From an optimization exercise on the open Yosys and OpenROAD flow, aimed at small area and a short achievable clock period; shortcuts taken in it are not production practice.
Only simulation tests tie the RTL to the original design; equivalence was not proved.
Power figures rest on the tool's default switching activity, not on a simulated workload.

===== flow/design.v =====
module SegmentDriver( Display, Number);
output[6:0] Display;
input[3:0] Number;
reg[6:0] Display;
always @*
case( Number )
	0: Display = 7'b1000000;
	1: Display = 7'b1111001;
	2: Display = 7'b0100100;
	3: Display = 7'b0110000;
	4: Display = 7'b0011001;
	5: Display = 7'b0010010;
	6: Display = 7'b0000011;
	7: Display = 7'b1111000;
	8: Display = 7'b0000000;
	9: Display = 7'b0011000;
	default: Display = 7'b0000110;
endcase
endmodule
module Keyboard(KeyData, kyClk, kyData, clk, rst);
input kyClk, kyData, clk, rst;
output reg [7:0] KeyData;
reg [4:0] q;
reg       newKbClk;
reg [7:0] tempdata;
reg [3:0] cycles;      
reg [2:0] element;     
reg       gotStart;
reg       keyup;
wire [4:0] q0 = (q >= 5'd22) ? 5'd1 : (q == 5'd21) ? 5'd21 : q + 5'd1;
wire [4:0] q1 = (q < 5'd22) ? ((q >= 5'd17) ? 5'd24 : 5'd28) : (q == 5'd28) ? 5'd28 : q + 5'd1;
wire nk0 = newKbClk && !(q == 5'd20 || q == 5'd21);     
wire nk1 = newKbClk || (q == 5'd26);                     
wire pf = newKbClk && (q == 5'd20 || q == 5'd21);
wire mid = (cycles != 4'd0) && (cycles < 4'd9);      
wire last = (cycles >= 4'd10);
wire [7:0] td0 = mid ? (tempdata & ~(8'd1 << element)) : tempdata;
wire [7:0] td1 = (mid && gotStart) ? (tempdata | (8'd1 << element)) : tempdata;
wire [2:0] el0 = last ? 3'd0 : mid ? element + 3'd1 : element;
wire [2:0] el1 = last ? 3'd0 : (mid && gotStart) ? element + 3'd1 : element;
wire [3:0] cy_f = last ? 4'd0 : cycles + 4'd1;
wire gs0 = last ? 1'b0 : 1'b1;
wire gs1 = last ? 1'b0 : gotStart;
wire [7:0] kd_s = (tempdata == 8'hf0) ? 8'hf0 : keyup ? 8'hf0 : tempdata;
wire ku_s = (tempdata == 8'hf0) ? 1'b1 : keyup ? 1'b0 : keyup;
wire [7:0] kd0 = last ? kd_s : KeyData;
wire [7:0] kd1 = (last && gotStart) ? kd_s : KeyData;
wire ku0 = last ? ku_s : keyup;
wire ku1 = (last && gotStart) ? ku_s : keyup;
wire fall = pf && !kyClk;
always @(posedge clk) begin
	if (rst) begin
		q <= 5'd21;
		newKbClk <= 1'b0;
		tempdata <= 8'd0;
		cycles <= 4'd0;
		element <= 3'd0;
		gotStart <= 1'b0;
		KeyData <= 8'd0;
		keyup <= 1'b0;
	end else begin
		q <= kyClk ? q1 : q0;
		newKbClk <= kyClk ? nk1 : nk0;
		if (fall) begin
			tempdata <= kyData ? td1 : td0;
			element <= kyData ? el1 : el0;
			cycles <= cy_f;
			gotStart <= kyData ? gs1 : gs0;
			KeyData <= kyData ? kd1 : kd0;
			keyup <= kyData ? ku1 : ku0;
		end
	end
end
endmodule
module VGADriver(R, G, B, Vsync, Hsync, sysclk, curnum0, curnum1, curnum2, curnum3, Seg0, KeyData, rst);
input sysclk, rst;
input [7:0] KeyData;
output reg [3:0] curnum0;
output [3:0] curnum1, curnum2, curnum3;
output reg [6:0] Seg0;       
output reg [3:0] R, G, B;
output reg Vsync, Hsync;
reg        iclk;
reg [9:0]  HC;
reg [9:0]  VC;
reg [1:0]  dx, dy;           
reg [9:0]  XT;
reg [8:0]  YT;
reg [5:0]  A_inc;            
reg [1:0]  dxb, dyb;         
reg [9:0]  XB;
reg [8:0]  YB;
reg        c1;               
reg [8:0]  LG;
reg [14:0] dcnt;             
assign curnum1 = {3'b000, c1};
assign curnum2 = 4'd0;
assign curnum3 = 4'd0;
wire win = c1 & curnum0[1];
function [14:0] add;
	input [14:0] x;
	input [14:0] y;
	input ci;
	integer i;
	reg c;
	begin
		c = ci;
		for (i = 0; i < 15; i = i + 1) begin
			add[i] = x[i] ^ y[i] ^ c;
			c = (x[i] & y[i]) | (c & (x[i] ^ y[i]));
		end
	end
endfunction
function [14:0] step;
	input [1:0] d;
	step = d[1] ? (d[0] ? 15'h7fff : 15'd1) : 15'd0;
endfunction
function sel;
	input [1:0] d;
	input pm, p0, pp;
	sel = d[1] ? (d[0] ? pm : pp) : p0;
endfunction
function [6:0] seg7;
	input [3:0] v;
	case (v)
	0: seg7 = 7'b1000000;
	1: seg7 = 7'b1111001;
	2: seg7 = 7'b0100100;
	3: seg7 = 7'b0110000;
	4: seg7 = 7'b0011001;
	5: seg7 = 7'b0010010;
	6: seg7 = 7'b0000011;
	7: seg7 = 7'b1111000;
	8: seg7 = 7'b0000000;
	9: seg7 = 7'b0011000;
	default: seg7 = 7'b0000110;
	endcase
endfunction
wire draw = (VC < 10'd512) && (HC < 10'd676);
wire flipx = sel(dxb, (XB >= 614) || (XB == 5), (XB >= 613) || (XB == 4), (XB >= 612) || (XB == 3));
wire flipy = sel(dyb, (YB >= 482) || (YB == 33), (YB >= 481) || (YB == 32), (YB >= 480) || (YB == 31));
wire [1:0] dxb1 = {dxb[1], dxb[0] ^ flipx};
wire [1:0] dyb1 = {dyb[1], dyb[0] ^ flipy};
wire outx = sel(dxb1, (XB < 5) || (XB > 640), (XB < 4) || (XB > 639), (XB < 3) || (XB > 638));
wire outy = sel(dyb1, (YB < 33) || (YB > 508), (YB < 32) || (YB > 507), (YB < 31) || (YB > 506));
wire P = outx || outy;       
wire [10:0] XmL = add({5'd0, XB}, ~{6'd0, LG}, 1'b1);   
wire [9:0]  XpL = add({5'd0, XB}, {6'd0, LG}, 1'b0);    
wire xml_hi = (XmL[10:6] == 5'b11111);           
wire xpl_hi = (XpL[9:6] == 4'b1010);             
wire Gl = !P && (YB == 9'd33 || YB == 9'd34) &&
	(!XmL[10] || XmL >= 11'd2026) && (XpL < 10'd641);
reg [1:0] kdx, kdy;
always @* begin
	kdx = dx;
	kdy = dy;
	if (KeyData == 8'h1c) kdx = 2'b11;
	if (KeyData == 8'h23) kdx = 2'b10;
	if (KeyData == 8'h1d) kdy = 2'b11;
	if (KeyData == 8'h1b) kdy = 2'b10;
	if (KeyData == 8'hf0) begin kdx = 2'b00; kdy = 2'b00; end
	if (kdx[1] && (kdx[0] ? XT == 10'd37 : XT == 10'd644)) kdx = 2'b00;
	if (kdy[1] && (kdy[0] ? YT == 9'd1 : YT == 9'd448)) kdy = 2'b00;
end
wire [1:0] dx3 = Gl ? 2'b00 : kdx;
wire [1:0] dy3 = Gl ? 2'b00 : kdy;
wire [9:0]  xc = P ? 10'd308 : XB;
wire [8:0]  yc = P ? 9'd432 : YB;
wire [10:0] Dpx = add({5'd0, xc}, ~{5'd0, XT}, 1'b1);   
wire [9:0]  Dpy = add({6'd0, yc}, ~{6'd0, YT}, 1'b1);   
wire dpx_hi = (Dpx[10:6] == 5'b11111);
wire dpy_hi = (Dpy[9:6] == 4'b0000);
wire px_m = dpx_hi && (Dpx[5:0] >= 3);
wire px_0 = dpx_hi && (Dpx[5:0] >= 2) && (Dpx[5:0] <= 62);
wire px_p = dpx_hi && (Dpx[5:0] >= 1) && (Dpx[5:0] <= 61);
wire py_m = dpy_hi && (Dpy[5:0] >= 3);
wire py_0 = dpy_hi && (Dpy[5:0] >= 2) && (Dpy[5:0] <= 62);
wire py_p = dpy_hi && (Dpy[5:0] >= 1) && (Dpy[5:0] <= 61);
function postwin;
	input [5:0] v;
	input [1:0] d;
	postwin = sel(d, (v >= 32 && v <= 42) || (v >= 2 && v <= 12),
	                 (v >= 31 && v <= 41) || (v >= 1 && v <= 11),
	                 (v >= 30 && v <= 40) || (v <= 10));
endfunction
wire lx_m = xml_hi && postwin(XmL[5:0], 2'b11);
wire lx_0 = xml_hi && postwin(XmL[5:0], 2'b00);
wire lx_p = xml_hi && postwin(XmL[5:0], 2'b10);
wire rx_m = xpl_hi && postwin(XpL[5:0], 2'b11);
wire rx_0 = xpl_hi && postwin(XpL[5:0], 2'b00);
wire rx_p = xpl_hi && postwin(XpL[5:0], 2'b10);
wire gy_m = !P && (YB <= 63);
wire gy_0 = !P && (YB <= 62);
wire gy_p = !P && (YB <= 61);
wire cx_m = (XB >= 195) && (XB <= 425);
wire cx_0 = (XB >= 194) && (XB <= 424);
wire cx_p = (XB >= 193) && (XB <= 423);
wire cy_m = !P && ((YB >= 183 && YB <= 203) || (YB >= 213 && YB <= 233));
wire cy_0 = !P && ((YB >= 182 && YB <= 202) || (YB >= 212 && YB <= 232));
wire cy_p = !P && ((YB >= 181 && YB <= 201) || (YB >= 211 && YB <= 231));
reg [1:0] cdxb, cdyb;
reg c;
always @* begin
	cdxb = P ? 2'b11 : dxb1;
	cdyb = dyb1;
	c = sel(cdyb, py_m, py_0, py_p) && sel(cdxb, px_m, px_0, px_p);
	if (c) cdyb = cdyb[1] ? {1'b1, ~cdyb[0]} : kdy;
	c = sel(cdxb, px_m, px_0, px_p) && sel(cdyb, py_m, py_0, py_p);
	if (c) cdxb = cdxb[1] ? {1'b1, ~cdxb[0]} : kdx;
	c = sel(cdyb, gy_m, gy_0, gy_p) && sel(cdxb, lx_m, lx_0, lx_p);
	cdyb[0] = cdyb[0] ^ c;
	c = sel(cdxb, lx_m, lx_0, lx_p) && sel(cdyb, gy_m, gy_0, gy_p);
	cdxb[0] = cdxb[0] ^ c;
	c = sel(cdyb, gy_m, gy_0, gy_p) && sel(cdxb, rx_m, rx_0, rx_p);
	cdyb[0] = cdyb[0] ^ c;
	c = sel(cdxb, rx_m, rx_0, rx_p) && sel(cdyb, gy_m, gy_0, gy_p);
	cdxb[0] = cdxb[0] ^ c;
	c = sel(cdyb, cy_m, cy_0, cy_p) && sel(cdxb, cx_m, cx_0, cx_p);
	cdyb[0] = cdyb[0] ^ c;
	cdxb[0] = cdxb[0] ^ c;
	c = sel(cdxb, cx_m, cx_0, cx_p) && sel(cdyb, cy_m, cy_0, cy_p);
	cdxb[0] = cdxb[0] ^ c;
	cdyb[0] = cdyb[0] ^ c;
	if (Gl) begin
		cdxb = 2'b11;
		cdyb = 2'b00;
	end
end
wire pmove = (A_inc == 6'd63);
wire bmove = (A_inc[1:0] == 2'd3);
wire [1:0] sx = bmove ? cdxb : 2'b00;        
wire [1:0] sy = bmove ? cdyb : 2'b00;
wire [1:0] tx = pmove ? dx3 : 2'b00;         
wire [1:0] ty = pmove ? dy3 : 2'b00;
wire [9:0] X3 = (P || Gl) ? 10'd308 : XB;
wire [8:0] Y3 = P ? 9'd432 : Gl ? 9'd332 : YB;
wire [9:0] XT3 = Gl ? 10'd340 : XT;
wire [8:0] YT3 = Gl ? 9'd445 : YT;
wire [8:0] LG3 = Gl ? add({6'd0, LG}, 15'd25, 1'b0) : LG;
wire [9:0] X4 = add({5'd0, X3}, step(sx), 1'b0);
wire [8:0] Y4 = add({6'd0, Y3}, step(sy), 1'b0);
wire [9:0] XT4 = add({5'd0, XT3}, step(tx), 1'b0);
wire [8:0] YT4 = add({6'd0, YT3}, step(ty), 1'b0);
function win30;
	input [1:0] s;
	input [4:0] v;       
	win30 = sel(s, (v <= 28), (v >= 1) && (v <= 29), (v >= 2) && (v <= 30));
endfunction
wire [10:0] Hb = add({5'd0, HC}, ~{5'd0, X3}, 1'b1);    
wire [9:0]  Vb = add({5'd0, VC}, ~{6'd0, Y3}, 1'b1);    
wire [10:0] Hp = add({5'd0, HC}, ~{5'd0, XT3}, 1'b1);   
wire [9:0]  Vp = add({5'd0, VC}, ~{6'd0, YT3}, 1'b1);   
wire ball_x = (Hb[10:5] == 6'b000001) && win30(sx, Hb[4:0]) && !(X3 == 10'd4 && sx == 2'b11);
wire ball_y = (Vb[9:5] == 5'b00000) && win30(sy, Vb[4:0]) && !(Y3 == 9'd32 && sy == 2'b11);
wire pad_x = (Hp[10:5] == 6'b000000) && win30(tx, Hp[4:0]);
wire pad_y = (Vp[9:5] == 5'b00001) && win30(ty, Vp[4:0]);
wire center_on = (VC > 212) && (VC < 232) && (HC > 256) && (HC < 456);
wire [9:0] Hl = add({5'd0, HC}, ~{6'd0, LG3}, 1'b1);    
wire [9:0] Hr = add({5'd0, HC}, {6'd0, LG3}, 1'b0);     
wire post_h = (Hl[9:6] == 4'b0000 && Hl[5:0] <= 8) || (Hr[9:6] == 4'b1011 && Hr[5:0] <= 8);
wire post_on = (VC > 32) && (VC < 62) && post_h;
wire border_on = (HC < 41) || (HC > 671) || (VC < 37) || (VC > 507);
always @(posedge sysclk) begin
	if (rst)
		iclk <= 1'b0;
	else
		iclk <= ~iclk;
end
wire win_end = (dcnt == 15'd3020);
always @(posedge sysclk) begin
	if (rst) begin
		HC <= 10'd36;
		VC <= 10'd32;
		dx <= 0;
		dy <= 0;
		XT <= 10'd340;
		YT <= 9'd445;
		A_inc <= 0;
		dxb <= 2'b10;
		dyb <= 0;
		XB <= 10'd308;
		YB <= 9'd332;
		curnum0 <= 0;
		c1 <= 0;
		Seg0 <= 7'b1000000;
		LG <= 9'd37;
		dcnt <= 0;
	end else if (!iclk) begin
		if (draw) begin
			if (!win) begin
				dx <= dx3;
				dy <= dy3;
				dxb <= cdxb;
				dyb <= cdyb;
				XT <= XT4;
				YT <= YT4;
				XB <= X4;
				YB <= Y4;
				LG <= LG3;
				A_inc <= add({9'd0, A_inc}, 15'd0, 1'b1);
				if (Gl) begin
					if (curnum0 == 4'd9) begin
						curnum0 <= 4'd0;
						Seg0 <= seg7(4'd0);
						c1 <= 1'b1;
					end else begin
						curnum0 <= add({11'd0, curnum0}, 15'd0, 1'b1);
						Seg0 <= seg7(add({11'd0, curnum0}, 15'd0, 1'b1));
					end
				end
			end else if (win_end) begin
				dcnt <= 0;
				LG <= 9'd37;
				XT <= 10'd340;
				YT <= 9'd445;
				XB <= 10'd308;
				YB <= 9'd332;
				dx <= 0;
				dy <= 0;
				dyb <= 0;
				dxb <= 2'b10;
				curnum0 <= 0;
				c1 <= 0;
				Seg0 <= 7'b1000000;
			end else
				dcnt <= {dcnt[13:0], ~(dcnt[14] ^ dcnt[13])};
		end
		if (HC >= 10'd836) begin
			HC <= 10'd37;
			VC <= (VC >= 10'd556) ? 10'd32 : add({5'd0, VC}, 15'd0, 1'b1);
		end else
			HC <= add({5'd0, HC}, 15'd0, 1'b1);
	end
end
always @(posedge sysclk) begin
	if (rst) begin
		Hsync <= 0; Vsync <= 0;
		R <= 0; G <= 0; B <= 0;
	end else if (!iclk) begin
		Hsync <= !(HC > 691 && HC < 788);
		Vsync <= !((HC >= 10'd836) ? (VC == 10'd522) : (VC == 10'd523));
		if (!draw) begin
			R <= 4'b0000; G <= 4'b0000; B <= 4'b0000;
		end else if (win) begin
			if (!win_end) begin
				R <= 4'b1111; G <= 4'b1111; B <= 4'b1111;
			end
		end else if (ball_x && ball_y) begin
			R <= 4'b1111; G <= 4'b0110; B <= 4'b0000;
		end else if (pad_x && pad_y) begin
			R <= 4'b1001; G <= 4'b1111; B <= 4'b1111;
		end else if (center_on) begin
			R <= 4'b1111; G <= 4'b0000; B <= 4'b0000;
		end else if (post_on) begin
			R <= 4'b1111; G <= 4'b1111; B <= 4'b0000;
		end else if (border_on) begin
			R <= 4'b1001; G <= 4'b1100; B <= 4'b1111;
		end else begin
			R <= 4'b1100; G <= 4'b1100; B <= 4'b1100;
		end
	end
end
endmodule
module MyMain( R, G, B,Vsync, Hsync,Display0, Display1, Display2, Display3, kyClk, kyData, clk,kd, c0, c1, c2, c3, rst);
output[3:0] R, G, B;
output Vsync, Hsync;
input kyClk, kyData, clk;
input rst;  
output[7:0] kd;
wire[7:0] KeyData;
output[ 6:0 ] Display0, Display1, Display2,Display3;
wire[3:0] curnum0, curnum1, curnum2, curnum3;
output[3:0] c0, c1, c2, c3;
assign kd = KeyData;
assign c0 = curnum0;
assign c1 = curnum1;
assign c2 = curnum2;
assign c3 = curnum3;
SegmentDriver SegmD1(Display1, curnum1);
SegmentDriver SegmD2(Display2, curnum2);
SegmentDriver SegmD3(Display3, curnum3);
Keyboard KBD(KeyData, kyClk, kyData, clk, rst);
VGADriver VGAD( R, G, B, Vsync, Hsync, clk, curnum0, curnum1, curnum2, curnum3, Display0, KeyData, rst);
endmodule

===== flow/run.sh =====
#!/bin/bash
# synth_recipe.tcl (not shown) runs the flow's synth.tcl, then flattens the netlist and writes it again
# the make line also repeats each setting of config.mk as NAME=value (left out here)
make -C /OpenROAD-flow-scripts/flow DESIGN_CONFIG=/design/flow/config.mk WORK_HOME=/design/flow/orfs CLKGATE_MAP_FILE= SYNTH_SCRIPT=/design/flow/synth_recipe.tcl finish

===== flow/config.mk =====
export PLATFORM = sky130hd
export DESIGN_NAME = MyMain
export DESIGN_NICKNAME = MyMain
export VERILOG_FILES = /design/flow/design.v
export SDC_FILE = /design/flow/constraint.sdc
export NUM_CORES = 4
export LEC_CHECK = 0
export CAP_MARGIN = 20
export CORE_MARGIN = 2
export CORE_UTILIZATION = 40
export SLEW_MARGIN = 20

===== flow/constraint.sdc =====
create_clock -name core_clock -period 125.0 [get_ports {clk}]
set_input_delay 25.0000 -clock core_clock [delete_from_list [all_inputs] [get_ports {clk}]]
set_output_delay 25.0000 -clock core_clock [all_outputs]
set_load 0.01 [all_outputs]

==> results of run 1 <==
[cell families after synthesis]
logic type / count (synthesis)
and+or+nand+nor: 692
buffers and inverters: 253
xor gates and xnor gates: 31
other: 2
DFF: 153
adders and majority gates: 176
AOI/OAI and AO/OA: 373
muxes: 18
[flip-flops by register name (all words and copies together) (netlist names), 9 cells and up, named ones only]
register	cells
VGAD.LG	9
VGAD.VC	10
VGAD.YT	9
VGAD.XT	10
VGAD.XB	10
VGAD.HC	10
VGAD.dcnt	15
VGAD.YB	9
[Yosys cell counts, drive strengths merged (6+ instances only)]
master / number / area (sq um)
a31oi: 19 / 134
nand2b: 18 / 113
nor3b: 8 / 60.1
clkbuf: 77 / 289
o22ai: 9 / 56.3
a21oi: 121 / 613
or4: 7 / 63.8
nor4: 19 / 125
mux2i: 15 / 175
a21boi: 6 / 45.1
o2111ai: 6 / 52.6
a211o: 8 / 70.1
buf: 45 / 319
nand4b: 10 / 87.6
and3: 17 / 106
a22oi: 28 / 210
or3: 12 / 80.1
or2: 18 / 113
nor3: 52 / 265
nor4b: 9 / 93.8
o211ai: 18 / 140
inv: 130 / 488
nand4: 15 / 93.8
fa: 109 / 2180
and2: 19 / 119
xnor2: 20 / 175
and4b: 6 / 60.1
a211oi: 12 / 100
nand3: 75 / 375
nand2: 191 / 717
nor2: 186 / 701
o21a: 15 / 113
o31ai: 9 / 86.3
ha: 66 / 826
nand3b: 14 / 109
o21ai: 63 / 315
dfxtp: 153 / 3060
xor2: 11 / 96.3
a21o: 8 / 60.1
[worst paths after layout]
| kind | from | end | slack, ps | depth (start not counted) |
|---|---|---|---|---|
| hold reg to reg | VGAD.dcnt[3] | VGAD.dcnt[3] | 460 | 2 |
| setup / recovery | kyClk | flop | 97650 | 9 |
| hold / removal | VGAD.dcnt[3] | VGAD.dcnt[3] | 460 | 2 |
| setup reg to reg | VGAD.YB[6] | VGAD.XB[9] | 111150 | 50 |
[power by group]
part | switching, mW | leakage (nW) | internal, mW | total [mW]
clock network | 0.0212 | 0.281 | 0.0302 | 0.0514
logic | 0.0110 | 4.29 | 0.00701 | 0.0181
registers | 0.00199 | 1.24 | 0.0499 | 0.0519
total | 0.0343 | 5.81 | 0.0871 | 0.121
[cells in the final DEF, fill, tap and decap left out, drive strengths merged, types with 9 or more instances in the layout]
cell	count
a211oi	12
a21oi	121
a22oi	28
a31oi	19
and2	19
and3	17
buf	13
clkbuf	19
clkdlybuf4s50	40
conb	28
dfxtp	153
fa	109
ha	66
inv	131
mux2i	15
nand2	191
nand2b	18
nand3	75
nand3b	14
nand4	15
nand4b	10
nor2	186
nor3	52
nor4	19
nor4b	9
o211ai	18
o21a	15
o21ai	63
o22ai	9
o31ai	9
or2	18
or3	12
xnor2	20
xor2	11
[stage by stage]
step / setup WS (ps) / area (sq um) / hold WS [ps] / utilization / cells
2_1_floorplan: 98350 / 13700 / 435 / - / 1724
3_3_place_gp: 97280 / 14200 / 446 / 0.423 / 2103
3_5_place_dp: 97200 / 14200 / 448 / 0.423 / 2103
4_1_cts: 97670 / 14700 / 466 / 0.440 / 2134
5_1_grt: 97310 / 14700 / 479 / 0.440 / 2134
6_report: 97650 / 14700 / 464 / 0.440 / 2134
[worst max-delay path, stage by stage]
cell	delay (ps)
clkdlybuf4s50_1	530
nor4bb_1	470
and2_0	340
o21ai_0	220
nor2_1	540
and2_1	320
nand2_1	80
nand2_1	70
a21oi_1	60
[area by class of cell]
cell class / instances / area (sq um)
multi-input cells: 1318 / 9560
fillers: 3423 / 18800
clock buffers: 19 / 453
repair buffers: 53 / 498
inverters: 131 / 492
well taps: 448 / 561
clock inverters: 12 / 125
flip-flops and latches: 153 / 3060
[routing by layer]
metal	up-vias	share of wire	global-route usage	routed length, um
li1	5811	-	-	-
met3	63	0.045	0.0294	1650
met2	321	0.46	0.335	17000
met1	5817	0.47	0.293	17300
met5	-	0	0	0
met4	0	0.029	0.0733	1070
==> impl_metrics.py, run 1 <==
metrics = {
    "run_status": {
        "status": "finished clean",
    },
    "floorplan": {
        "die_x_um": 188,
        "initial_utilization": 0.406,
        "die_h_um": 188,
        "row_count": 67,
        "core_area_sq_mm": 0.0335,
        "ios": 70,
        "dieArea_sq_mm": 0.0355,
    },
    "yosys": {
        "synthAdderAreaFrac": 0.222,
        "synth-simple-area-share": 0.251,
        "synth_xor_area_frac": 0.0199,
        "synth-edff-count": 0,
        "syn_area_sq_mm": 0.0136,
        "syn_inst": 1698,
        "synth-compound-area-share": 0.185,
        "ys_ff_latch": 153,
        "synthFlopType": "dfxtp_1",
        "yosysSeqAreaShare": 0.225,
        "yosysUniqueCellTypes": 99,
        "avgSynthCellArea_sq_um": 8.02,
        "yosysWarnings": 3,
        "async_flop_share": 0,
        "synth_top_family_by_area": "simple AND/OR/NAND/NOR gates",
        "muxShareOfSynthArea": 0.0156,
    },
    "clock_network": {
        "clock_path_buffers": 2,
        "cts.repair.resized": 0,
        "htree_levels": 4,
        "cts_tree": "yes",
        "cts-root-buf": "clkbuf_16",
        "path_clk_slew_ps": 60,
        "cts_made_buffers": 17,
        "post-cts-setup-buffer-count": 0,
        "cts_num_sinks": 153,
        "clock_latency_ps": 440,
        "ctsHoldBuffers": 0,
    },
    "power": {
        "power_mw": 0.121,
        "powerDensity_mw_per_mm2": 8.23,
        "peakVddDrop_mv": 0.00917,
        "leakagePower_nw": 5.81,
    },
    "sta": {
        "slew_headroom": 0.350,
        "fin_skew_ps": 9.56,
        "hold_violations": 0,
        "finalSetupViolations": 0,
        "drv_slew": 0,
        "fin_crit_ps": 27350,
        "fmax_mhz": 36.6,
        "rsz0062_at_grt": "false",
        "setup_tns_ps": 0,
        "finalCritPeriodShare": 0.219,
        "tightestPinTransition_ps": 975,
    },
    "routing": {
        "wl_per_cell_um": 17.3,
        "ant_nets": 0,
        "vias_per_cell": 5.63,
        "wirelength_um": 37000,
        "dr.pass1.iters": 5,
        "drt_iter0_markers": 904,
        "drcViolationCount": 0,
        "num_vias": 12012,
    },
    "layout": {
        "syn_to_final_growth_pct": 8.33,
        "fin_nets": 1853,
        "drive_gt1_frac": 0.0581,
        "antenna_cells": 0,
    },
    "min_path": {
        "hold_path_class": "flop to flop",
    },
    "placed_design": {
        "port_buffers": 41,
        "hpwlAfterDp_um": 27600,
        "gp_congestion": 0.888,
    },
    "worst_setup_path": {
        "cp-end-kind": "flop",
        "worstSetupPathType": "primary input to flop",
        "worst-path-max-fanout": 11,
        "cp.required_ps": 125280,
        "critical_path.startpoint_type": "primary input",
        "cp.arrival_ps": 27640,
    },
    "grt": {
        "grt_pass1_wl_um": 60300,
        "antenna_found_initial": 0,
        "gr-total-overflow": 0,
        "grt_max_degree": 80,
        "grtUsageTotal": 0.210,
        "grt_pass1_vias": 11383,
    },
    "job": {
        "cap_viol_max_count": 0,
    },
}
==> inputs of run 2 (changes only) <==
--- a/flow/design.v
+++ b/flow/design.v
@@ -27,28 +27,22 @@
 reg [2:0] element;     
 reg       gotStart;
 reg       keyup;
+reg       fall_r;      
+reg       kyd_r;       
 wire [4:0] q0 = (q >= 5'd22) ? 5'd1 : (q == 5'd21) ? 5'd21 : q + 5'd1;
 wire [4:0] q1 = (q < 5'd22) ? ((q >= 5'd17) ? 5'd24 : 5'd28) : (q == 5'd28) ? 5'd28 : q + 5'd1;
 wire nk0 = newKbClk && !(q == 5'd20 || q == 5'd21);     
 wire nk1 = newKbClk || (q == 5'd26);                     
 wire pf = newKbClk && (q == 5'd20 || q == 5'd21);
-wire mid = (cycles != 4'd0) && (cycles < 4'd9);      
-wire last = (cycles >= 4'd10);
-wire [7:0] td0 = mid ? (tempdata & ~(8'd1 << element)) : tempdata;
-wire [7:0] td1 = (mid && gotStart) ? (tempdata | (8'd1 << element)) : tempdata;
-wire [2:0] el0 = last ? 3'd0 : mid ? element + 3'd1 : element;
-wire [2:0] el1 = last ? 3'd0 : (mid && gotStart) ? element + 3'd1 : element;
-wire [3:0] cy_f = last ? 4'd0 : cycles + 4'd1;
-wire gs0 = last ? 1'b0 : 1'b1;
-wire gs1 = last ? 1'b0 : gotStart;
-wire [7:0] kd_s = (tempdata == 8'hf0) ? 8'hf0 : keyup ? 8'hf0 : tempdata;
-wire ku_s = (tempdata == 8'hf0) ? 1'b1 : keyup ? 1'b0 : keyup;
-wire [7:0] kd0 = last ? kd_s : KeyData;
-wire [7:0] kd1 = (last && gotStart) ? kd_s : KeyData;
-wire ku0 = last ? ku_s : keyup;
-wire ku1 = (last && gotStart) ? ku_s : keyup;
 wire fall = pf && !kyClk;
+wire mid = (cycles != 4'd0) && (cycles < 4'd9);      
+wire last = (cycles >= 4'd10);                       
+wire [7:0] kd_s = (tempdata == 8'hf0 || keyup) ? 8'hf0 : tempdata;
+wire ku_s = (tempdata == 8'hf0);
+wire kd_en = fall && last && (gotStart || !kyData);
+wire gs = gotStart || !kyd_r;
 always @(posedge clk) begin
+	kyd_r <= kyData;
 	if (rst) begin
 		q <= 5'd21;
 		newKbClk <= 1'b0;
@@ -58,16 +52,28 @@
 		gotStart <= 1'b0;
 		KeyData <= 8'd0;
 		keyup <= 1'b0;
+		fall_r <= 1'b0;
 	end else begin
 		q <= kyClk ? q1 : q0;
 		newKbClk <= kyClk ? nk1 : nk0;
-		if (fall) begin
-			tempdata <= kyData ? td1 : td0;
-			element <= kyData ? el1 : el0;
-			cycles <= cy_f;
-			gotStart <= kyData ? gs1 : gs0;
-			KeyData <= kyData ? kd1 : kd0;
-			keyup <= kyData ? ku1 : ku0;
+		fall_r <= fall;
+		if (kd_en)
+			KeyData <= kd_s;
+		if (fall_r) begin
+			if (gs && mid) begin
+				tempdata[element] <= kyd_r;
+				element <= element + 3'd1;
+			end
+			if (last) begin
+				cycles <= 4'd0;
+				element <= 3'd0;
+				gotStart <= 1'b0;
+				if (gs)
+					keyup <= ku_s;
+			end else begin
+				cycles <= cycles + 4'd1;
+				gotStart <= gs;
+			end
 		end
 	end
 end
@@ -78,7 +84,10 @@
 output reg [3:0] curnum0;
 output [3:0] curnum1, curnum2, curnum3;
 output reg [6:0] Seg0;       
-output reg [3:0] R, G, B;
+output reg [3:0] R, G;
+output [3:0] B;
+reg [1:0] Bq;                
+assign B = {Bq[1], Bq[1], Bq[0], Bq[0]};
 output reg Vsync, Hsync;
 reg        iclk;
 reg [9:0]  HC;
@@ -192,11 +201,12 @@
 wire gy_m = !P && (YB <= 63);
 wire gy_0 = !P && (YB <= 62);
 wire gy_p = !P && (YB <= 61);
-wire cx_m = (XB >= 195) && (XB <= 425);
-wire cx_0 = (XB >= 194) && (XB <= 424);
-wire cx_p = (XB >= 193) && (XB <= 423);
-wire cy_m = !P && ((YB >= 183 && YB <= 203) || (YB >= 213 && YB <= 233));
+wire cx_lo = (XB >= 194), cx_hi = (XB <= 424);
+wire cx_0 = cx_lo && cx_hi;
+wire cx_m = cx_lo && (XB != 194) && (cx_hi || XB == 425);
+wire cx_p = (cx_lo || XB == 193) && cx_hi && (XB != 424);
 wire cy_0 = !P && ((YB >= 182 && YB <= 202) || (YB >= 212 && YB <= 232));
+wire cy_m = !P && ((YB >= 183 && YB <= 203) || (YB >= 213 && YB <= 233));
 wire cy_p = !P && ((YB >= 181 && YB <= 201) || (YB >= 211 && YB <= 231));
 reg [1:0] cdxb, cdyb;
 reg c;
@@ -335,28 +345,28 @@
 always @(posedge sysclk) begin
 	if (rst) begin
 		Hsync <= 0; Vsync <= 0;
-		R <= 0; G <= 0; B <= 0;
+		R <= 0; G <= 0; Bq <= 0;
 	end else if (!iclk) begin
 		Hsync <= !(HC > 691 && HC < 788);
 		Vsync <= !((HC >= 10'd836) ? (VC == 10'd522) : (VC == 10'd523));
 		if (!draw) begin
-			R <= 4'b0000; G <= 4'b0000; B <= 4'b0000;
+			R <= 4'b0000; G <= 4'b0000; Bq <= 2'b00;
 		end else if (win) begin
 			if (!win_end) begin
-				R <= 4'b1111; G <= 4'b1111; B <= 4'b1111;
+				R <= 4'b1111; G <= 4'b1111; Bq <= 2'b11;
 			end
 		end else if (ball_x && ball_y) begin
-			R <= 4'b1111; G <= 4'b0110; B <= 4'b0000;
+			R <= 4'b1111; G <= 4'b0110; Bq <= 2'b00;
 		end else if (pad_x && pad_y) begin
-			R <= 4'b1001; G <= 4'b1111; B <= 4'b1111;
+			R <= 4'b1001; G <= 4'b1111; Bq <= 2'b11;
 		end else if (center_on) begin
-			R <= 4'b1111; G <= 4'b0000; B <= 4'b0000;
+			R <= 4'b1111; G <= 4'b0000; Bq <= 2'b00;
 		end else if (post_on) begin
-			R <= 4'b1111; G <= 4'b1111; B <= 4'b0000;
+			R <= 4'b1111; G <= 4'b1111; Bq <= 2'b00;
 		end else if (border_on) begin
-			R <= 4'b1001; G <= 4'b1100; B <= 4'b1111;
+			R <= 4'b1001; G <= 4'b1100; Bq <= 2'b11;
 		end else begin
-			R <= 4'b1100; G <= 4'b1100; B <= 4'b1100;
+			R <= 4'b1100; G <= 4'b1100; Bq <= 2'b10;
 		end
 	end
 end
--- a/flow/config.mk
+++ b/flow/config.mk
@@ -8,4 +8,7 @@
 export CAP_MARGIN = 20
 export CORE_MARGIN = 2
 export CORE_UTILIZATION = 40
+export CTS_BUF_LIST = sky130_fd_sc_hd__clkbuf_8
+export CTS_CLUSTER_DIAMETER = 100
+export CTS_CLUSTER_SIZE = 40
 export SLEW_MARGIN = 20
==> run 2 against run 1 <==
  * Non-clock buffer count decreased by 1
  * Global-route usage is 1.8 points higher
  * Via count grew 6.3%
  * Die area up 2.1%
  * Synthesized cell count rose by 2.8%
  * Still clean
==> impl_metrics.py, run 2 <==
metrics = {
    "run_status": {
        "status": "finished clean",
    },
    "sta": {
        "rsz0062_at_grt": "false",
        "drv_slew": 0,
        "fin_skew_ps": 9.35,
        "postLayoutSetupSlackWorst_ps": 98390,
        "hold_violations": 0,
        "tightestPinTransition_ps": 1020,
        "hold_ws_ps": 461,
        "fin_crit_ps": 26610,
        "setup_tns_ps": 0,
        "fmax_mhz": 37.6,
        "slew_headroom": 0.319,
        "finalSetupViolations": 0,
        "finalCritPeriodShare": 0.213,
    },
    "clock_network": {
        "post-cts-setup-buffer-count": 0,
        "cts-root-buf": "clkbuf_8",
        "cts_num_sinks": 155,
        "cts_made_buffers": 17,
        "path_clk_slew_ps": 90,
        "ctsHoldBuffers": 0,
        "clock_path_buffers": 2,
        "clock_latency_ps": 470,
        "cts_tree": "yes",
        "cts.repair.resized": 0,
        "htree_levels": 4,
    },
    "yosys": {
        "avgSynthCellArea_sq_um": 7.96,
        "yosysUniqueCellTypes": 97,
        "synth_top_area_cell": "dfxtp_1",
        "syn_inst": 1746,
        "syn_area_sq_mm": 0.0139,
        "synth-edff-count": 0,
        "yosysWarnings": 3,
        "synthFlopType": "dfxtp_1",
        "synth_common_cells": "203 x nor2_1, 182 x nand2_1, 155 x dfxtp_1",
        "async_flop_share": 0,
        "yosysTopAreaCellShare": 0.223,
        "ys_ff_latch": 155,
        "yosysSeqAreaShare": 0.223,
        "post-synth-top-count-cell": "nor2_1",
        "synthTopCellsByArea": "dfxtp_1 22%, fa_1 16%, ha_1 5.8%",
    },
    "worst_setup_path": {
        "worstSetupPathType": "flop to primary output",
        "r2r_start": "VGAD.YB[4]",
        "cp.required_ps": 100000,
        "startpoint": "VGAD.curnum0[0]",
        "worstPathBufferInverterCount": 1,
        "path_cells": "clkdlybuf4s50_1",
        "cp-end-kind": "primary output",
        "worst-path-max-fanout": 10,
        "crit_slowest_cell": "clkdlybuf4s50_1",
        "cpLargestDelayFamily": "buffers and inverters",
        "worst_path_largest_cell_delay_ps": 610,
        "cp.arrival_ps": 1610,
        "critical_path.startpoint_type": "flop",
    },
    "routing": {
        "wirelength_um": 40500,
        "drcViolationCount": 0,
        "num_vias": 12770,
        "dr.pass1.iters": 8,
        "ant_nets": 0,
        "drt_iter0_markers": 1153,
        "vias_per_cell": 5.82,
        "wl_per_cell_um": 18.4,
    },
    "grt": {
        "grtUsageTotal": 0.228,
        "grt_pass1_vias": 12269,
        "gr-total-overflow": 0,
        "grt_max_degree": 80,
        "grt_pass1_wl_um": 66100,
        "antenna_found_initial": 1,
    },
    "layout": {
        "fill_cells": 3529,
        "fin_cells": 2196,
        "multi_input_area_sq_mm": 0.00981,
        "seq_area_sq_mm": 0.00310,
        "largest_reg_flops": 15,
        "fin_nets": 1906,
        "layout_common_cells": "201 x nor2_1, 181 x nand2_1, 155 x dfxtp_1",
        "top_register": "VGAD.dcnt",
        "drive_gt1_frac": 0.0540,
        "syn_to_final_growth_pct": 7.54,
        "design_area_sq_mm": 0.0150,
        "finish.utilization": 0.435,
        "layout_commonest_cell": "nor2_1",
    },
    "floorplan": {
        "row_count": 68,
        "ios": 70,
        "dieArea_sq_mm": 0.0363,
        "die_x_um": 190,
        "core_area_sq_mm": 0.0344,
        "initial_utilization": 0.404,
        "die_h_um": 190,
    },
    "placed_design": {
        "dpl.cell_count": 2163,
        "place_ws_ps": 97960,
        "placed_area_sq_mm": 0.0145,
        "hpwlAfterDp_um": 30200,
        "port_buffers": 41,
        "gp_congestion": 0.901,
    },
    "power": {
        "powerDensity_mw_per_mm2": 8.99,
        "peakVddDrop_mv": 0.00903,
        "leakagePower_nw": 5.91,
        "power_mw": 0.134,
    },
    "min_path": {
        "min_from": "VGAD.A_inc[1]",
        "hold_path_class": "flop to flop",
    },
    "job": {
        "cap_viol_max_count": 0,
    },
}
[run 2: per-layer routing]
metal,global-route usage,vias to the layer above,part of all wire
met4,0.0793,0,0.025
met5,0,-,0
li1,-,6065,-
met3,0.0348,76,0.063
met1,0.314,6196,0.45
met2,0.365,433,0.46
[run 2: worst min-delay path, stage by stage (launching register included)]
cell and delay [ps]:
dfxtp_1 320, nand2_1 50, a21oi_1 50
[run 2: cell families (layout without fill, tap and decap cells)]
kind of cell / count (synthesis) / after routing / synth area share
DFF: 155 / 155 / 0.223
and+or+nand+nor: 685 / 685 / 0.240
xor gates and xnor gates: 34 / 34 / 0.0220
buffers and inverters: 252 / 220 / 0.0790
adders and majority gates: 175 / 175 / 0.217
AOI/OAI and AO/OA: 428 / 428 / 0.207
other: 2 / 29 / 0.000540
muxes: 15 / 15 / 0.0110
[run 2: area by class of cell]
| cell class | count | share of cell area |
|---|---|---|
| multi-input cells | 1365 | 0.656 |
| flip-flops and latches | 155 | 0.208 |
| well taps | 455 | 0.0381 |
| inverters | 136 | 0.0341 |
| repair buffers | 52 | 0.0328 |
| clock buffers | 18 | 0.0166 |
| clock inverters | 14 | 0.0145 |
| diodes | 1 | 0.000167 |
[run 2: power by group]
group          switching (mW)  internal (mW)  total [mW]
Sequential            0.00428         0.0512      0.0555
Clock                  0.0208         0.0244      0.0452
Combinational          0.0202         0.0135      0.0337
Total                  0.0453         0.0891       0.134
[run 2: path summary, 6_finish.rpt]
kind	to	slack, ps	cells past startpoint
max	c0[0]	98390	1
max reg2reg	VGAD.XB[9]	109730	53
min	VGAD.A_inc[1]	460	2
min reg2reg	VGAD.A_inc[1]	460	2
==> inputs of run 3 (changes only) <==
--- a/flow/config.mk
+++ b/flow/config.mk
@@ -7,8 +7,9 @@
 export LEC_CHECK = 0
 export CAP_MARGIN = 20
 export CORE_MARGIN = 2
-export CORE_UTILIZATION = 40
+export CORE_UTILIZATION = 65
 export CTS_BUF_LIST = sky130_fd_sc_hd__clkbuf_8
 export CTS_CLUSTER_DIAMETER = 100
 export CTS_CLUSTER_SIZE = 40
+export PLACE_DENSITY = 0.8
 export SLEW_MARGIN = 20
==> run 3 against run 2 <==
  * Maximum frequency about the same
  * Synthesized cell count unchanged
  * Clock skew increased by 5.2 ps
  * Worst hold slack improved by 4.0 ps
  * Combinational power about the same
  * Critical path type unchanged
==> impl_metrics.py, run 3 <==
metrics = {
    "layout": {
        "drive_gt1_frac": 0.0540,
        "finish.utilization": 0.696,
        "largest_reg_flops": 15,
        "fin_nets": 1906,
        "top_register": "VGAD.dcnt",
        "layout_common_cells": "201 x nor2_1, 181 x nand2_1, 155 x dfxtp_1",
        "fill_cells": 1744,
        "fin_cells": 2015,
        "syn_to_final_growth_pct": 5.28,
        "antenna_cells": 0,
        "layout_commonest_cell": "nor2_1",
    },
    "sta": {
        "fmax_mhz": 37.6,
        "fin_skew_ps": 14.5,
        "hold_violations": 0,
        "drv_slew": 0,
        "rsz0062_at_grt": "false",
        "setup_tns_ps": 0,
        "finalSetupViolations": 0,
        "finalCritPeriodShare": 0.213,
        "postLayoutSetupSlackWorst_ps": 98380,
        "tightestPinTransition_ps": 1170,
        "fin_crit_ps": 26620,
        "slew_headroom": 0.211,
    },
    "placed_design": {
        "port_buffers": 41,
        "dpl.cell_count": 1983,
        "hpwlAfterDp_um": 28200,
        "gp_congestion": 0.968,
        "place_ws_ps": 98120,
    },
    "floorplan": {
        "row_count": 53,
        "initial_utilization": 0.661,
        "dieArea_sq_mm": 0.0226,
        "ios": 70,
        "core_area_sq_mm": 0.0210,
        "die_x_um": 150,
        "die_h_um": 150,
    },
    "yosys": {
        "yosysTopAreaCellShare": 0.223,
        "synth_xor_area_frac": 0.0220,
        "ys_ff_latch": 155,
        "synthFlopType": "dfxtp_1",
        "avgSynthCellArea_sq_um": 7.96,
        "synth-simple-area-share": 0.240,
        "yosysUniqueCellTypes": 97,
        "post-synth-top-count-cell": "nor2_1",
        "synth-compound-area-share": 0.207,
        "synth-edff-count": 0,
        "syn_inst": 1746,
        "async_flop_share": 0,
        "synthAdderAreaFrac": 0.217,
        "muxShareOfSynthArea": 0.0110,
        "syn_area_sq_mm": 0.0139,
        "yosysSeqAreaShare": 0.223,
        "synth_top_family_by_area": "simple AND/OR/NAND/NOR gates",
        "yosysWarnings": 3,
        "synth_top_area_cell": "dfxtp_1",
        "synth_common_cells": "203 x nor2_1, 182 x nand2_1, 155 x dfxtp_1",
        "synthTopCellsByArea": "dfxtp_1 22%, fa_1 16%, ha_1 5.8%",
    },
    "routing": {
        "num_vias": 12880,
        "drcViolationCount": 0,
        "drt_iter0_markers": 1036,
        "wl_per_cell_um": 18.8,
        "vias_per_cell": 6.39,
        "wirelength_um": 37900,
        "dr.pass1.iters": 5,
        "ant_nets": 0,
    },
    "clock_network": {
        "htree_levels": 4,
        "cts_num_sinks": 155,
        "cts_tree": "yes",
        "post-cts-setup-buffer-count": 0,
        "path_clk_slew_ps": 90,
        "ctsHoldBuffers": 0,
        "cts.repair.resized": 0,
        "cts_made_buffers": 17,
        "cts-root-buf": "clkbuf_8",
        "clock_path_buffers": 2,
        "clock_latency_ps": 480,
    },
    "worst_setup_path": {
        "crit_slowest_cell": "clkdlybuf4s50_1",
        "critical_path.startpoint_type": "flop",
        "cp-end-kind": "primary output",
        "r2r_start": "VGAD.XB[2]",
        "cp.arrival_ps": 1620,
        "worstSetupPathType": "flop to primary output",
        "path_cells": "clkdlybuf4s50_1",
        "worstReg2RegEnd": "VGAD.XB[9]",
        "worst-path-max-fanout": 10,
        "cp.required_ps": 100000,
        "cpLargestDelayFamily": "buffers and inverters",
        "worst_path_largest_cell_delay_ps": 610,
        "r2r_slack_ps": 109870,
        "startpoint": "VGAD.curnum0[0]",
        "rr_worst_depth": 52,
        "worstPathBufferInverterCount": 1,
    },
    "power": {
        "peakVddDrop_mv": 0.00960,
        "powerDensity_mw_per_mm2": 8.70,
        "leakagePower_nw": 5.87,
        "power_mw": 0.127,
    },
    "grt": {
        "antenna_found_initial": 0,
        "grtUsageTotal": 0.346,
        "grt_busiest_layer": "met2",
        "grtUsageMet1": 0.444,
        "gr-total-overflow": 0,
        "grt_pass1_wl_um": 61800,
        "use_met2": 0.557,
        "met3_usage": 0.0785,
        "grt_max_degree": 80,
        "grt_pass1_vias": 12290,
    },
    "min_path": {
        "min_from": "KBD.newKbClk",
        "holdPathStages": 2,
        "hold_path_class": "flop to flop",
        "hold_end": "KBD.fall_r",
    },
    "job": {
        "cap_viol_max_count": 0,
    },
    "run_status": {
        "status": "finished clean",
    },
}
[run 3: cell counts after synthesis]
Identical to the previous run, type by type.
[run 3: how the worst max path moves through the flow]
| stage | end | slack [ps] | cells past startpoint |
|---|---|---|---|
| after floorplan | KBD.KeyData[5] | 98680 | 6 |
| after global placement | VGAD.XT[5] | 98190 | 6 |
| after detailed placement | VGAD.XT[5] | 98120 | 6 |
| after CTS | c0[0] | 98360 | 1 |
| after global routing | c0[0] | 98280 | 1 |
| final | c0[0] | 98380 | 1 |
[run 3: routing by layer]
metal | up-vias | share of wire | wire length, um
met3 | 125 | 0.080 | 3010
met4 | 0 | 0.047 | 1780
met1 | 6129 | 0.41 | 15700
met2 | 571 | 0.46 | 17400
met5 | - | 0 | 0
li1 | 6055 | - | -
[run 3: stage by stage]
stage / hold slack [ps] / instance area (sq um)
after floorplan: 434 / 14000
after global placement: 446 / 14300
after detailed placement: 452 / 14300
after CTS: 468 / 14600
after global routing: 494 / 14600
final: 465 / 14600
[run 3: layout make-up]
class	count	area [sq um]	area share
Inverter	136	510	0.0349
Sequential cell	155	3100	0.212
Timing Repair Buffer	52	490	0.0335
Tap cell	275	344	0.0235
Clock buffer	18	248	0.0169
Multi-Input combinational cell	1365	9810	0.670
Clock inverter	14	135	0.00923
[run 3: cell families (layout without fill, tap and decap cells)]
group,count (synthesis),in the layout
AND/OR/NAND/NOR,685,685
AO/OA/AOI/OAI,428,428
buffers and inverters,252,220
adder cells (fa/ha/maj),175,175
flip-flops,155,155
XOR/XNOR,34,34
multiplexers,15,15
other,2,28
[run 3: power breakdown]
group | internal, mW | switching (mW)
combinational | 0.0134 | 0.0204
clock | 0.0167 | 0.0215
sequential | 0.0512 | 0.00419
==> inputs of run 4 (changes only) <==
--- a/flow/config.mk
+++ b/flow/config.mk
@@ -5,6 +5,7 @@
 export SDC_FILE = /design/flow/constraint.sdc
 export NUM_CORES = 4
 export LEC_CHECK = 0
+export ABC_AREA = 1
 export CAP_MARGIN = 20
 export CORE_MARGIN = 2
 export CORE_UTILIZATION = 65
==> run 4 against run 3 <==
  * Combinational power increased to 2.5 times the previous value
  * Count of clock-buffer cells in the layout unchanged
  * Critical path depth up 5
  * Clock skew hardly changed
  * Largest power group is now combinational logic
  * Critical path type is now primary input to flop
  * Worst hold slack better by 1.6 ps
==> impl_metrics.py, run 4 <==
metrics = {
    "yosys": {
        "yosysTopAreaCellShare": 0.228,
        "ys_ff_latch": 155,
        "yosysUniqueCellTypes": 60,
        "syn_area_sq_mm": 0.0136,
        "synth_top_family_by_area": "simple AND/OR/NAND/NOR gates",
        "synth_top_area_cell": "dfxtp_1",
        "synthTopCellsByArea": "dfxtp_1 23%, fa_1 16%, nand2_1 8.9%",
        "synthAdderAreaFrac": 0.223,
        "yosysSeqAreaShare": 0.228,
        "post-synth-top-count-cell": "nand2_1",
        "synth_xor_area_frac": 0.0110,
        "synth-edff-count": 0,
        "avgSynthCellArea_sq_um": 7.19,
        "synthFlopType": "dfxtp_1",
        "synth-compound-area-share": 0.150,
        "syn_inst": 1890,
        "synth-simple-area-share": 0.258,
        "synth_common_cells": "323 x nand2_1, 314 x inv_1, 171 x nor2_1",
        "yosysWarnings": 3,
        "muxShareOfSynthArea": 0,
        "async_flop_share": 0,
    },
    "layout": {
        "fill_cells": 1767,
        "drive_gt1_frac": 0.0597,
        "top_register": "VGAD.dcnt",
        "antenna_cells": 0,
        "layout_common_cells": "323 x nand2_1, 313 x inv_1, 169 x nor2_1",
        "syn_to_final_growth_pct": 5.91,
        "design_area_sq_mm": 0.0144,
        "fin_nets": 2074,
        "largest_reg_flops": 15,
        "layout_commonest_cell": "nand2_1",
    },
    "routing": {
        "num_vias": 12788,
        "wl_per_cell_um": 16.3,
        "drcViolationCount": 0,
        "wirelength_um": 35400,
        "vias_per_cell": 5.87,
        "ant_nets": 0,
        "drt_iter0_markers": 1036,
        "dr.pass1.iters": 7,
    },
    "grt": {
        "grtUsageTotal": 0.329,
        "antenna_found_initial": 0,
        "use_met2": 0.557,
        "met3_usage": 0.0574,
        "grt_max_degree": 87,
        "gr-total-overflow": 0,
        "grt_pass1_vias": 12087,
        "grt_busiest_layer": "met2",
        "grtUsageMet1": 0.425,
        "grt_pass1_wl_um": 58200,
    },
    "placed_design": {
        "port_buffers": 41,
        "placed_area_sq_mm": 0.0140,
        "gp_congestion": 0.905,
        "hpwlAfterDp_um": 26900,
    },
    "sta": {
        "hold_violations": 0,
        "hold_ws_ps": 467,
        "fmax_mhz": 37.0,
        "fin_crit_ps": 27000,
        "rsz0062_at_grt": "false",
        "finalSetupViolations": 0,
        "drv_slew": 0,
        "finalCritPeriodShare": 0.216,
        "tightestPinTransition_ps": 1190,
        "fin_skew_ps": 14.0,
        "setup_tns_ps": 0,
        "slew_headroom": 0.184,
    },
    "floorplan": {
        "die_x_um": 149,
        "die_h_um": 149,
        "ios": 70,
        "core_area_sq_mm": 0.0204,
        "dieArea_sq_mm": 0.0221,
        "row_count": 52,
        "initial_utilization": 0.667,
    },
    "worst_setup_path": {
        "critical_path.startpoint_type": "primary input",
        "cp-end-kind": "flop",
        "worst-path-max-fanout": 86,
        "cp.required_ps": 125350,
        "cp.arrival_ps": 27350,
        "worstSetupPathType": "primary input to flop",
    },
    "power": {
        "peakVddDrop_mv": 0.00906,
        "powerDensity_mw_per_mm2": 12.6,
        "leakagePower_nw": 6.54,
    },
    "clock_network": {
        "clock_path_buffers": 2,
        "cts_tree": "yes",
        "cts.repair.resized": 0,
        "htree_levels": 4,
        "cts_made_buffers": 17,
        "post-cts-setup-buffer-count": 0,
        "path_clk_slew_ps": 90,
        "ctsHoldBuffers": 0,
        "cts-root-buf": "clkbuf_8",
        "clock_latency_ps": 470,
        "cts_num_sinks": 155,
    },
    "job": {
        "cap_viol_max_count": 0,
    },
    "min_path": {
        "hold_path_class": "flop to flop",
    },
    "run_status": {
        "status": "finished clean",
    },
}
[run 4: path summary, 6_finish.rpt]
| check | endpoint | slack, ps | depth (start not counted) | from |
|---|---|---|---|---|
| setup reg to reg | VGAD.YB[8] | 111110 | 79 | VGAD.XB[2] |
| hold / removal | VGAD.dx[0] | 470 | 2 | VGAD.dx[0] |
| hold reg to reg | VGAD.dx[0] | 470 | 2 | VGAD.dx[0] |
| setup / recovery | Display1[4] | 98000 | 6 | rst |
[run 4: routing by layer]
layer | vias to the layer above | routed length (um)
li1 | 6128 | -
met1 | 6019 | 14900
met2 | 556 | 16800
met3 | 85 | 2650
met4 | 0 | 1060
met5 | - | 0
[run 4: cell families (layout without fill, tap and decap cells)]
group | Yosys count | count (layout)
simple gates | 764 | 764
xor+xnor | 17 | 17
other cells | 2 | 28
fa+ha+maj | 175 | 175
buf+inv | 425 | 417
compound gates | 352 | 352
flops | 155 | 155
[run 4: critical path, cell delays in order]
cell and delay (ps):
buf_2 70, buf_4 770, inv_1 140, nand2_1 540, clkinv_1 540, o21a_1 250
[run 4: through the flow]
stage / setup WS [ps] / power (mW) / util / std cells
final: 98000 / 0.181 / 0.706 / 2178
after detailed placement: 97560 / 0.143 / 0.688 / 2146
after floorplan: 99080 / 0.124 / - / 1916
after CTS: 98050 / 0.180 / 0.706 / 2178
after global placement: 97610 / 0.140 / 0.688 / 2146
after global routing: 97870 / 0.196 / 0.706 / 2178
[run 4: report_power, final]
group	total, mW	internal (mW)	leakage, nW	switching (mW)
clock	0.0374	0.0166	0.189	0.0207
sequential	0.0577	0.0522	1.26	0.00546
combinational	0.0860	0.0290	5.09	0.0570
[run 4: cell type report]
class	instances	area (sq um)	area share
multi-input cells	1336	8830	0.614
flip-flops and latches	155	3100	0.216
inverters	336	1260	0.0879
repair buffers	49	465	0.0324
well taps	270	338	0.0235
clock buffers	18	248	0.0172
clock inverters	14	131	0.00913
==> inputs of run 5 (changes only) <==
==> flow/config.mk (replaced) <==
export PLATFORM = sky130hd
export DESIGN_NAME = MyMain
export DESIGN_NICKNAME = MyMain
export VERILOG_FILES = /design/flow/design.v
export SDC_FILE = /design/flow/constraint.sdc
export NUM_CORES = 4
export LEC_CHECK = 0
export CAP_MARGIN = 20
export CORE_MARGIN = 2
export CORE_UTILIZATION = 78
export CTS_BUF_LIST = sky130_fd_sc_hd__clkbuf_8
export CTS_CLUSTER_DIAMETER = 100
export CTS_CLUSTER_SIZE = 40
export PLACE_DENSITY = 0.9
export SLEW_MARGIN = 20
==> run 5 against run 4 <==
  * Still clean
  * Synthesized area up 2.4%
  * Final cell count down 9.8%
  * Flip-flop and latch count unchanged
  * Utilization up 13 points
  * Synthesized cell count down 7.6%
  * Clock skew down 0.98 ps
  * Worst setup slack better by 360 ps
  * Sequential share of layout area down 0.31 points
  * Non-clock buffer count up 3
  * Cell area up 1.5%
  * Critical path type is now flop to primary output
  * Critical endpoint is now c0[0]
  * Highest routed layer unchanged
==> impl_metrics.py, run 5 <==
metrics = {
    "run_status": {
        "status": "finished clean",
    },
    "placed_design": {
        "placed_area_sq_mm": 0.0142,
        "hpwlAfterDp_um": 28800,
        "port_buffers": 41,
        "gp_congestion": 0.973,
    },
    "floorplan": {
        "die_h_um": 138,
        "initial_utilization": 0.801,
        "ios": 70,
        "die_x_um": 138,
        "row_count": 48,
        "core_area_sq_mm": 0.0174,
        "dieArea_sq_mm": 0.0189,
    },
    "yosys": {
        "post-synth-top-count-cell": "nor2_1",
        "ys_ff_latch": 155,
        "yosysUniqueCellTypes": 97,
        "syn_inst": 1746,
        "yosysWarnings": 3,
        "yosysSeqAreaShare": 0.223,
        "synth_top_area_cell": "dfxtp_1",
        "async_flop_share": 0,
        "yosysTopAreaCellShare": 0.223,
        "synth-edff-count": 0,
        "synth_common_cells": "203 x nor2_1, 182 x nand2_1, 155 x dfxtp_1",
        "synthFlopType": "dfxtp_1",
        "avgSynthCellArea_sq_um": 7.96,
        "syn_area_sq_mm": 0.0139,
        "synthTopCellsByArea": "dfxtp_1 22%, fa_1 16%, ha_1 5.8%",
    },
    "worst_setup_path": {
        "worstPathBufferInverterCount": 1,
        "crit_slowest_cell": "clkdlybuf4s50_1",
        "r2r_start": "VGAD.YB[4]",
        "cp-end-kind": "primary output",
        "cp.required_ps": 100000,
        "critical_path.startpoint_type": "flop",
        "worst_path_largest_cell_delay_ps": 620,
        "cpLargestDelayFamily": "buffers and inverters",
        "worstReg2RegEnd": "VGAD.XB[9]",
        "r2r_slack_ps": 109390,
        "worst-path-max-fanout": 10,
        "cp.arrival_ps": 1640,
        "path_cells": "clkdlybuf4s50_1",
        "rr_worst_depth": 53,
        "worstSetupPathType": "flop to primary output",
    },
    "min_path": {
        "min_from": "VGAD.A_inc[1]",
        "hold_end": "VGAD.A_inc[1]",
        "hold_path_class": "flop to flop",
        "holdPathStages": 2,
    },
    "clock_network": {
        "cts_tree": "yes",
        "post-cts-setup-buffer-count": 0,
        "clock_latency_ps": 490,
        "clock_path_buffers": 2,
        "cts.repair.resized": 0,
        "ctsHoldBuffers": 0,
        "path_clk_slew_ps": 90,
        "cts_num_sinks": 155,
        "htree_levels": 4,
        "cts_made_buffers": 17,
        "cts-root-buf": "clkbuf_8",
    },
    "sta": {
        "drv_slew": 0,
        "rsz0062_at_grt": "false",
        "setup_tns_ps": 0,
        "hold_violations": 0,
        "finalCritPeriodShare": 0.213,
        "fin_crit_ps": 26640,
        "slew_headroom": 0.277,
        "tightestPinTransition_ps": 1090,
        "finalSetupViolations": 0,
        "fin_skew_ps": 13.0,
        "fmax_mhz": 37.5,
    },
    "routing": {
        "wl_per_cell_um": 20.6,
        "ant_nets": 0,
        "drcViolationCount": 0,
        "wirelength_um": 40500,
        "dr.pass1.iters": 8,
        "vias_per_cell": 6.96,
        "num_vias": 13661,
        "drt_iter0_markers": 1593,
    },
    "grt": {
        "grt_pass1_wl_um": 64500,
        "gr-total-overflow": 0,
        "grt_max_degree": 102,
        "grtUsageTotal": 0.438,
        "antenna_found_initial": 0,
        "grt_pass1_vias": 13074,
    },
    "layout": {
        "fill_cells": 1098,
        "design_area_sq_mm": 0.0146,
        "seq_area_sq_mm": 0.00310,
        "multi_input_area_sq_mm": 0.00981,
        "top_register": "VGAD.dcnt",
        "largest_reg_flops": 15,
        "drive_gt1_frac": 0.0535,
        "fin_nets": 1906,
        "layout_commonest_cell": "nor2_1",
        "layout_common_cells": "201 x nor2_1, 181 x nand2_1, 155 x dfxtp_1",
        "syn_to_final_growth_pct": 4.97,
        "antenna_cells": 0,
    },
    "power": {
        "leakagePower_nw": 5.88,
        "powerDensity_mw_per_mm2": 8.94,
        "peakVddDrop_mv": 0.0125,
    },
    "job": {
        "cap_viol_max_count": 0,
    },
}
-- run 5: per-stage QoR --
step | utilization | hold WS [ps] | total power, mW | instances | worst slack (ps)
2_1_floorplan | - | 434 | 0.0821 | 1772 | 98680
3_3_place_gp | 0.818 | 446 | 0.0879 | 1933 | 98250
3_5_place_dp | 0.818 | 458 | 0.0898 | 1933 | 98210
4_1_cts | 0.841 | 470 | 0.129 | 1964 | 98350
5_1_grt | 0.841 | 497 | 0.136 | 1964 | 98270
6_report | 0.841 | 467 | 0.131 | 1964 | 98360
-- run 5: cell type report --
cell class / instances / area share
multi-input cells: 1365 / 0.672
flip-flops and latches: 155 / 0.213
inverters: 136 / 0.0350
repair buffers: 52 / 0.0336
well taps: 225 / 0.0193
clock buffers: 19 / 0.0179
clock inverters: 12 / 0.00952
-- run 5: kinds of logic after synthesis --
group                      count (synthesis)  synth area share
AOI/OAI and AO/OA                        428             0.207
buffers and inverters                    252            0.0790
other                                      2          0.000540
and+or+nand+nor                          685             0.240
adders and majority gates                175             0.217
DFF                                      155             0.223
xor gates and xnor gates                  34            0.0220
muxes                                     15            0.0110
-- run 5: power by group --
part / internal, mW / switching (mW) / leakage, nW
Sequential: 0.0512 / 0.00443 / 1.26
Combinational: 0.0135 / 0.0210 / 4.42
Clock: 0.0190 / 0.0213 / 0.203
Total: 0.0838 / 0.0467 / 5.88
-- run 5: worst register-to-register path, delay by kind of cell, from the launching register on --
family          cells  cell delay [ps]
xor+xnor            1              190
buf+inv             8             1060
flops               1              710
compound gates     13             4610
fa+ha+maj          17             5320
simple gates       13             3230
mux                 1              390
-- run 5: metal layers --
layer  track usage  vias to the layer above  part of all wire
li1              -                     6034                 -
met1         0.528                     6468              0.37
met2         0.713                      920              0.47
met3         0.107                      239             0.099
met4         0.258                        0             0.064
met5             0                        -                 0
-- run 5: worst max path at each step --
| stage | slack, ps | depth (start not counted) | from | end |
|---|---|---|---|---|
| 6_report | 98360 | 1 | VGAD.curnum0[0] | c0[0] |
| 5_1_grt | 98270 | 1 | VGAD.curnum0[0] | c0[0] |
| 4_1_cts | 98350 | 1 | VGAD.curnum0[0] | c0[0] |
| 3_5_place_dp | 98210 | 7 | kyClk | KBD.KeyData[5] |
| 3_3_place_gp | 98250 | 7 | kyClk | KBD.KeyData[3] |
| 2_1_floorplan | 98680 | 6 | kyClk | KBD.KeyData[5] |
==> inputs of run 6 (changes only) <==
==> flow/config.mk (replaced) <==
export PLATFORM = sky130hd
export DESIGN_NAME = MyMain
export DESIGN_NICKNAME = MyMain
export VERILOG_FILES = /design/flow/design.v
export SDC_FILE = /design/flow/constraint.sdc
export NUM_CORES = 4
export LEC_CHECK = 0
export CAP_MARGIN = 20
export CORE_MARGIN = 2
export CORE_UTILIZATION = 40
export SLEW_MARGIN = 20
==> run 6 against run 5 <==
  * Worst hold slack worse by 9.1 ps
  * Maximum frequency increased by 0.11%
  * Global-route usage decreased by 21 points
  * Worst setup slack better by 30 ps
  * Cell area grew 3.8%
  * Utilization is 40 points lower
  * Final cell count up 12%
  * Die area up 92%
  * Combinational power decreased by 3%
  * Largest cell class unchanged
  * Clock power up 46%
==> impl_metrics.py, run 6 <==
metrics = {
    "routing": {
        "wl_per_cell_um": 18.4,
        "dr.pass1.iters": 8,
        "drt_iter0_markers": 1172,
        "wirelength_um": 40500,
        "ant_nets": 0,
        "drcViolationCount": 0,
        "num_vias": 12673,
        "vias_per_cell": 5.77,
    },
    "yosys": {
        "yosysTopAreaCellShare": 0.223,
        "synth-edff-count": 0,
        "muxShareOfSynthArea": 0.0110,
        "synthTopCellsByArea": "dfxtp_1 22%, fa_1 16%, ha_1 5.8%",
        "synth_common_cells": "203 x nor2_1, 182 x nand2_1, 155 x dfxtp_1",
        "synth_top_area_cell": "dfxtp_1",
        "synthFlopType": "dfxtp_1",
        "syn_inst": 1746,
        "yosysSeqAreaShare": 0.223,
        "synth_xor_area_frac": 0.0220,
        "yosysWarnings": 3,
        "async_flop_share": 0,
        "synthAdderAreaFrac": 0.217,
        "yosysUniqueCellTypes": 97,
        "syn_area_sq_mm": 0.0139,
        "ys_ff_latch": 155,
        "synth-simple-area-share": 0.240,
        "synth-compound-area-share": 0.207,
        "synth_top_family_by_area": "simple AND/OR/NAND/NOR gates",
        "avgSynthCellArea_sq_um": 7.96,
        "post-synth-top-count-cell": "nor2_1",
    },
    "worst_setup_path": {
        "cp.arrival_ps": 26970,
        "cpLargestDelayFamily": "simple AND/OR/NAND/NOR gates",
        "worstSetupPathType": "primary input to flop",
        "critical_path.startpoint_type": "primary input",
        "path_cells": "clkdlybuf4s50_1, nor3_1, nand2_1, nor3_2, nand3b_1, a21oi_1",
        "worst_path_largest_cell_delay_ps": 690,
        "crit_slowest_cell": "nor3_2",
        "cp-end-kind": "flop",
        "cp.required_ps": 125360,
        "worstPathBufferInverterCount": 1,
        "worst-path-max-fanout": 16,
    },
    "floorplan": {
        "initial_utilization": 0.404,
        "ios": 70,
        "dieArea_sq_mm": 0.0363,
        "row_count": 68,
        "core_area_sq_mm": 0.0344,
        "die_h_um": 190,
        "die_x_um": 190,
    },
    "grt": {
        "grt_max_degree": 80,
        "gr-total-overflow": 0,
        "grt_pass1_wl_um": 66200,
        "grtUsageTotal": 0.229,
        "grt_pass1_vias": 12295,
        "antenna_found_initial": 1,
    },
    "clock_network": {
        "cts.repair.resized": 0,
        "clock_latency_ps": 430,
        "cts_num_sinks": 155,
        "clock_path_buffers": 2,
        "cts_tree": "yes",
        "cts_made_buffers": 17,
        "ctsHoldBuffers": 0,
        "post-cts-setup-buffer-count": 0,
        "cts-root-buf": "clkbuf_16",
        "htree_levels": 4,
        "path_clk_slew_ps": 60,
    },
    "sta": {
        "rsz0062_at_grt": "false",
        "fin_crit_ps": 26610,
        "drv_slew": 0,
        "fin_skew_ps": 7.90,
        "setup_tns_ps": 0,
        "finalCritPeriodShare": 0.213,
        "hold_ws_ps": 458,
        "hold_violations": 0,
        "finalSetupViolations": 0,
        "tightestPinTransition_ps": 1010,
        "postLayoutSetupSlackWorst_ps": 98390,
        "slew_headroom": 0.308,
        "fmax_mhz": 37.6,
    },
    "layout": {
        "layout_commonest_cell": "nor2_1",
        "top_register": "VGAD.dcnt",
        "finish.utilization": 0.441,
        "fill_cells": 3504,
        "largest_reg_flops": 15,
        "layout_common_cells": "201 x nor2_1, 181 x nand2_1, 155 x dfxtp_1",
        "seq_area_sq_mm": 0.00310,
        "multi_input_area_sq_mm": 0.00981,
        "drive_gt1_frac": 0.0540,
        "syn_to_final_growth_pct": 8.92,
        "fin_nets": 1906,
    },
    "power": {
        "leakagePower_nw": 5.99,
        "peakVddDrop_mv": 0.00980,
        "powerDensity_mw_per_mm2": 9.77,
    },
    "placed_design": {
        "port_buffers": 41,
        "hpwlAfterDp_um": 30200,
        "gp_congestion": 0.901,
        "place_ws_ps": 97960,
    },
    "min_path": {
        "hold_path_class": "flop to flop",
    },
    "run_status": {
        "status": "finished clean",
    },
    "job": {
        "cap_viol_max_count": 0,
    },
}
-- run 6: cell counts after synthesis --
No cell type changed its count.
-- run 6: through the flow --
| stage | std cells | total power, mW | cell area (sq um) |
|---|---|---|---|
| after floorplan | 1772 | 0.0821 | 14000 |
| after global routing | 2195 | 0.156 | 15100 |
| after global placement | 2163 | 0.0891 | 14500 |
| final | 2196 | 0.148 | 15100 |
| after detailed placement | 2163 | 0.0900 | 14500 |
| after CTS | 2195 | 0.149 | 15100 |
-- run 6: area by class of cell --
type                            instances  share of cell area
Antenna cell                            1            0.000165
Clock buffer                           20              0.0295
Clock inverter                         12              0.0138
Inverter                              136              0.0337
Multi-Input combinational cell       1365               0.648
Sequential cell                       155               0.205
Tap cell                              455              0.0376
Timing Repair Buffer                   52              0.0324
-- run 6: worst paths after layout --
path,startpoint,to,slack [ps],depth (start not counted)
setup / recovery,kyClk,KBD.KeyData[2],98390,6
hold / removal,VGAD.A_inc[1],VGAD.A_inc[1],460,2
setup reg to reg,VGAD.YB[4],VGAD.XB[9],109780,52
hold reg to reg,VGAD.A_inc[1],VGAD.A_inc[1],460,2
-- run 6: kinds of logic (layout without fill, tap and decap cells) --
family / Yosys count / in the layout
xor gates and xnor gates: 34 / 34
adders and majority gates: 175 / 175
buffers and inverters: 252 / 220
DFF: 155 / 155
and+or+nand+nor: 685 / 685
AOI/OAI and AO/OA: 428 / 428
other: 2 / 29
muxes: 15 / 15
-- run 6: power by group --
group / total (mW) / switching (mW) / leakage [nW] / internal, mW
Combinational: 0.0337 / 0.0203 / 4.42 / 0.0135
Sequential: 0.0556 / 0.00427 / 1.26 / 0.0513
Clock: 0.0587 / 0.0224 / 0.312 / 0.0363
Total: 0.148 / 0.0469 / 5.99 / 0.101
-- run 6: metal layers --
metal | global-route usage | wire length (um) | up-vias
met5 | 0 | 0 | -
met4 | 0.0781 | 1010 | 0
met2 | 0.365 | 18600 | 368
li1 | - | - | 6068
met1 | 0.314 | 18700 | 6170
met3 | 0.0394 | 2070 | 67
-- run 6: worst min-delay path: cells and delay by family, from the launching register on --
family	cells	cell delay (ps)
DFF	1	310
AOI/OAI and AO/OA	1	50
and+or+nand+nor	1	50

[what the ideal ports hide]
The flow's constraints put no driver on any port. The routed layouts listed below were extracted and timed again, unchanged, in two steps. Step 1, drivers: a clkbuf_16 drives clk and a buf_2 each remaining input, both assumed. Step 2 times the ports against the registers' clock, not the clock port: input delays grow and output delays shrink by t, the midpoint of the rising clock arrivals with the driver on. a / b / c = ideal ports / drivers / drivers and shift; a / b = the first two.
run	t, ns	slack for setup (ns)
run 1	0.481	97.647 / 97.673 / 97.192
run 2	0.509	98.390 / 98.348 / 97.937
run 3	0.517	98.377 / 98.334 / 98.065
run 4	0.499	97.996 / 98.017 / 97.518
run 5	0.526	98.357 / 98.317 / 98.154
run 6	0.481	98.387 / 98.379 / 97.935
After both steps setup and hold are still met in every run listed.
